Source: an optimization exercise on an open RTL-to-GDS flow (aim: small area, a short achievable clock period and few clock cycles per item). Production flows keep margins and buffers that such runs may drop. Only simulation tests tie the RTL to the original design; equivalence was not proved. No activity file was given, so power comes from the tool's default toggle rates.

## build 69
==> flow/design.v (excerpt) <==
module divider #
(
    parameter N = 32
)
(
    input wire [N-1:0] dividend,
    input wire [N-1:0] divisor,
    input wire start,
    input wire rst,
    input wire clk,
    output wire [N-1:0] quotient,
    output wire [N-1:0] remainder,
    output wire done
);
    wire [N-1:0] xq0 = dividend;
    wire [N-1:0] d0 = divisor;
    wire v0 = start;
    wire [0:0] c0 = xq0[N-1];
    wire [0:0] g0_0 = ~c0 & d0[0:0];
    wire [0:0] p0_0 = ~c0 | d0[0:0];
    wire [0:0] bi0 = 1'b0;
    wire ge0 = ~g0_0[0] & ~|d0[N-1:1];
    wire [0:0] r1 = c0 ^ ({1{ge0}} & (d0[0:0] ^ bi0));
    wire [N-1:0] xq1 = {xq0[N-2:0], ge0};
    wire [N-1:0] d1 = d0;
    wire v1 = v0;
    wire [1:0] c1 = {r1, xq1[N-1]};
    wire [1:0] g1_0 = ~c1 & d1[1:0];
    wire [1:0] p1_0 = ~c1 | d1[1:0];
    wire [1:0] g1_1, p1_1;
    assign g1_1[0] = g1_0[0];
    assign p1_1[0] = p1_0[0];
    assign g1_1[1] = g1_0[1] | (p1_0[1] & g1_0[0]);
    assign p1_1[1] = p1_0[1] & p1_0[0];
    wire [1:0] bi1 = {g1_1[0:0], 1'b0};
    wire ge1 = ~g1_1[1] & ~|d1[N-1:2];
    wire [1:0] r2 = c1 ^ ({2{ge1}} & (d1[1:0] ^ bi1));
    wire [N-1:0] xq2 = {xq1[N-2:0], ge1};
  ...
make LEC_CHECK=0 ABC_AREA=1 CAP_MARGIN=20 CORE_MARGIN=2 CORE_UTILIZATION=60 CTS_CLUSTER_DIAMETER=100 CTS_CLUSTER_SIZE=25 PLACE_DENSITY=0.72 SETUP_SLACK_MARGIN=2.4 SLEW_MARGIN=20 finish   # period 4.5 ns
run.sh (not shown) runs the stock make flow with config.mk's settings and CLKGATE_MAP_FILE= SYNTH_SCRIPT=/design/flow/synth_recipe.tcl, a recipe that flattens the netlist after the stock synthesis.
Testbench counts of build 69, summed over its fixed seeds: cycles 2,288, items 2,048.
[inputs] build 21 vs build 69
- changing SETUP_SLACK_MARGIN from 2.4 to 2.3
- removing PLACE_DENSITY (formerly 0.72)
[summary]
Build 69 has completed all stages; timing, DRC and antenna checks passed.
Build 21 finished end to end and its layout was clean on timing, DRC and antenna.
As far as async set or reset register ratio after synthesis goes, build 21 and build 69 are indistinguishable; the numbers are identical.
Diff build 69 -> build 21 | overall power after layout | down by a few percent
Of build 21 and build 69, the run reporting the higher global routing usage on met1 was build 69.
Compared with build 69, build 21 shows via count that has gone down by a few percent.
Setup changes, build 21 to build 6
- an added PLACE_DENSITY of 0.72
==> comparison <==
First-iteration DRC count: build 6 vs build 21 up 115. Comparing non-clock buffer count for build 6 and build 21, the smaller number came from build 21. The run showing the smaller wire length the detailed router placed on met1 is build 21. Going from build 21 to build 6, total non-filler cell area in the finished layout grows by about 0.9%. Build 6 vs build 21 — total power of the final layout rose about 0.56%. Looking at share of power burned in combinational logic, build 6 sits 0.3 points higher than build 21 does. In the flow results for build 6 and build 21, the number of antenna violations at the first check in global routing is smaller on build 21.
diff inputs: build 6 => build 24
- PLACE_DENSITY changed from 0.72 to 0.82
In terms of met3 track demand over resource in global routing, build 24 and build 6 differ only marginally.
Build 24 against build 6: overall power level, post-CTS setup buffer count lower, count of clock-buffer cells in the layout shows an increase of 0.85%.
Between build 24 and build 6, the global-route wire length before repair does not differ in any meaningful way.
Build 24 and build 6 ended up with nearly the same cell count after placement.
For the number of nets in the finished design, build 24 came in about 0.4% lower than build 6 did.
The critical path depth of build 24 is higher than that of build 6.

========
divider, a different RTL version from the one above (not shown whole).
For scale: about 11000 cells after synthesis, roughly 2600 flip-flops, roughly 130 I/O pins, about 93000 sq um of cells after synthesis.
clock: 4.5 ns
lec_check: 0
abc_area: 1
cap_margin: 20
core_margin: 2
core_utilization: 60
cts_buf_list: sky130_fd_sc_hd__clkbuf_8
cts_cluster_size: 24
setup_slack_margin: 2.0
slew_margin: 20
The starting point finished but fails on max-capacitance violations, max-slew violations.
Testbench counts at the start, summed over its fixed seeds: cycles 2,296, items 2,048.
==> next run, changes <==
Settings changed: CTS_BUF_LIST sky130_fd_sc_hd__clkbuf_8 to default, CTS_CLUSTER_SIZE 24 to 30.
Outcome: This time the run completed without violations; sequential power is about the same; total power grows by about 2.8%; combinational power grows by about 1%; sequential share of layout area shrinks by 0.18 points.

========
Setup of old:
divider, a different RTL version from the one above (not shown whole).
For scale: ~9500 cells after synthesis, ~2600 flip-flops, ~130 I/O pins, roughly 0.085 sq mm of cells after synthesis.
export LEC_CHECK = 0
export ABC_AREA = 1
export CAP_MARGIN = 20
export CORE_MARGIN = 2
export CORE_UTILIZATION = 60
export CTS_CLUSTER_DIAMETER = 100
export CTS_CLUSTER_SIZE = 25
export SETUP_SLACK_MARGIN = 2.6
export SLEW_MARGIN = 20
create_clock -name core_clock -period 4.5 [get_ports {clk}]
Testbench counts of old, summed over its fixed seeds: cycles 2,296, items 2,048.
diff inputs: old => new
- a change of SETUP_SLACK_MARGIN from 2.6 to 2.3
Findings:
new | status: complete | timing, DRC, antenna: pass. old: no failed stages, no open violations at the end. new against old: final total power dropped 6.1%; buffering overhead dropped 4.5 points; total routed wire length on the met1 layer dropped about 8%; setup fix buffers added after clock tree synthesis dropped about 90%; clock network contribution to total cell area climbed 0.42 points. Part of the total power dissipated in the clock network in new vs old: up 1.5 points.

re-timing with driven ports:
The results above use ideal ports. As a check the final layouts listed here were re-extracted and re-timed, cells and wires unchanged.
Step 1 (the two cells are an assumption about what drives the block):
set clk [get_ports {clk}]
set_driving_cell -lib_cell sky130_fd_sc_hd__clkbuf_16 $clk
set_driving_cell -lib_cell sky130_fd_sc_hd__buf_2 [delete_from_list [all_inputs] $clk]
Step 2, shift: input delay + t, output delay - t, t = (earliest + latest rising clock arrival at the registers) / 2. This alone moves slack from input paths to output paths.
Three values: ideal ports, drivers, drivers and shift; two values: the first two.
| run | t, ns | slack for setup (ns) | clock arrival spread, ns | pins driven straight from the clock port |
|---|---|---|---|---|
| build 69 | 0.848 | 2.303 / 2.221 / 1.752 | 0.077 / 0.077 | 1 |
| build 21 | 0.828 | 2.320 / 2.240 / 1.704 | 0.076 / 0.076 | 1 |
| build 6 | 0.838 | 2.321 / 2.243 / 1.665 | 0.111 / 0.112 | 1 |
| build 24 | 0.837 | 2.292 / 2.254 / 1.684 | 0.076 / 0.077 | 1 |
| the first run of note 2 | 1.106 | 2.033 / 1.983 / 2.033 | 0.132 / 0.132 | 1 |
| the second run of note 2 | 0.926 | 2.059 / 2.022 / 1.987 | 0.135 / 0.135 | 1 |
| old | 0.836 | 2.310 / 2.246 / 2.137 | 0.090 / 0.090 | 1 |
| new | 0.833 | 2.311 / 2.242 / 2.139 | 0.080 / 0.080 | 1 |
The setup slack of build 6, which loses most, moves by -0.078 ns with the drivers and by -0.656 ns with both steps.
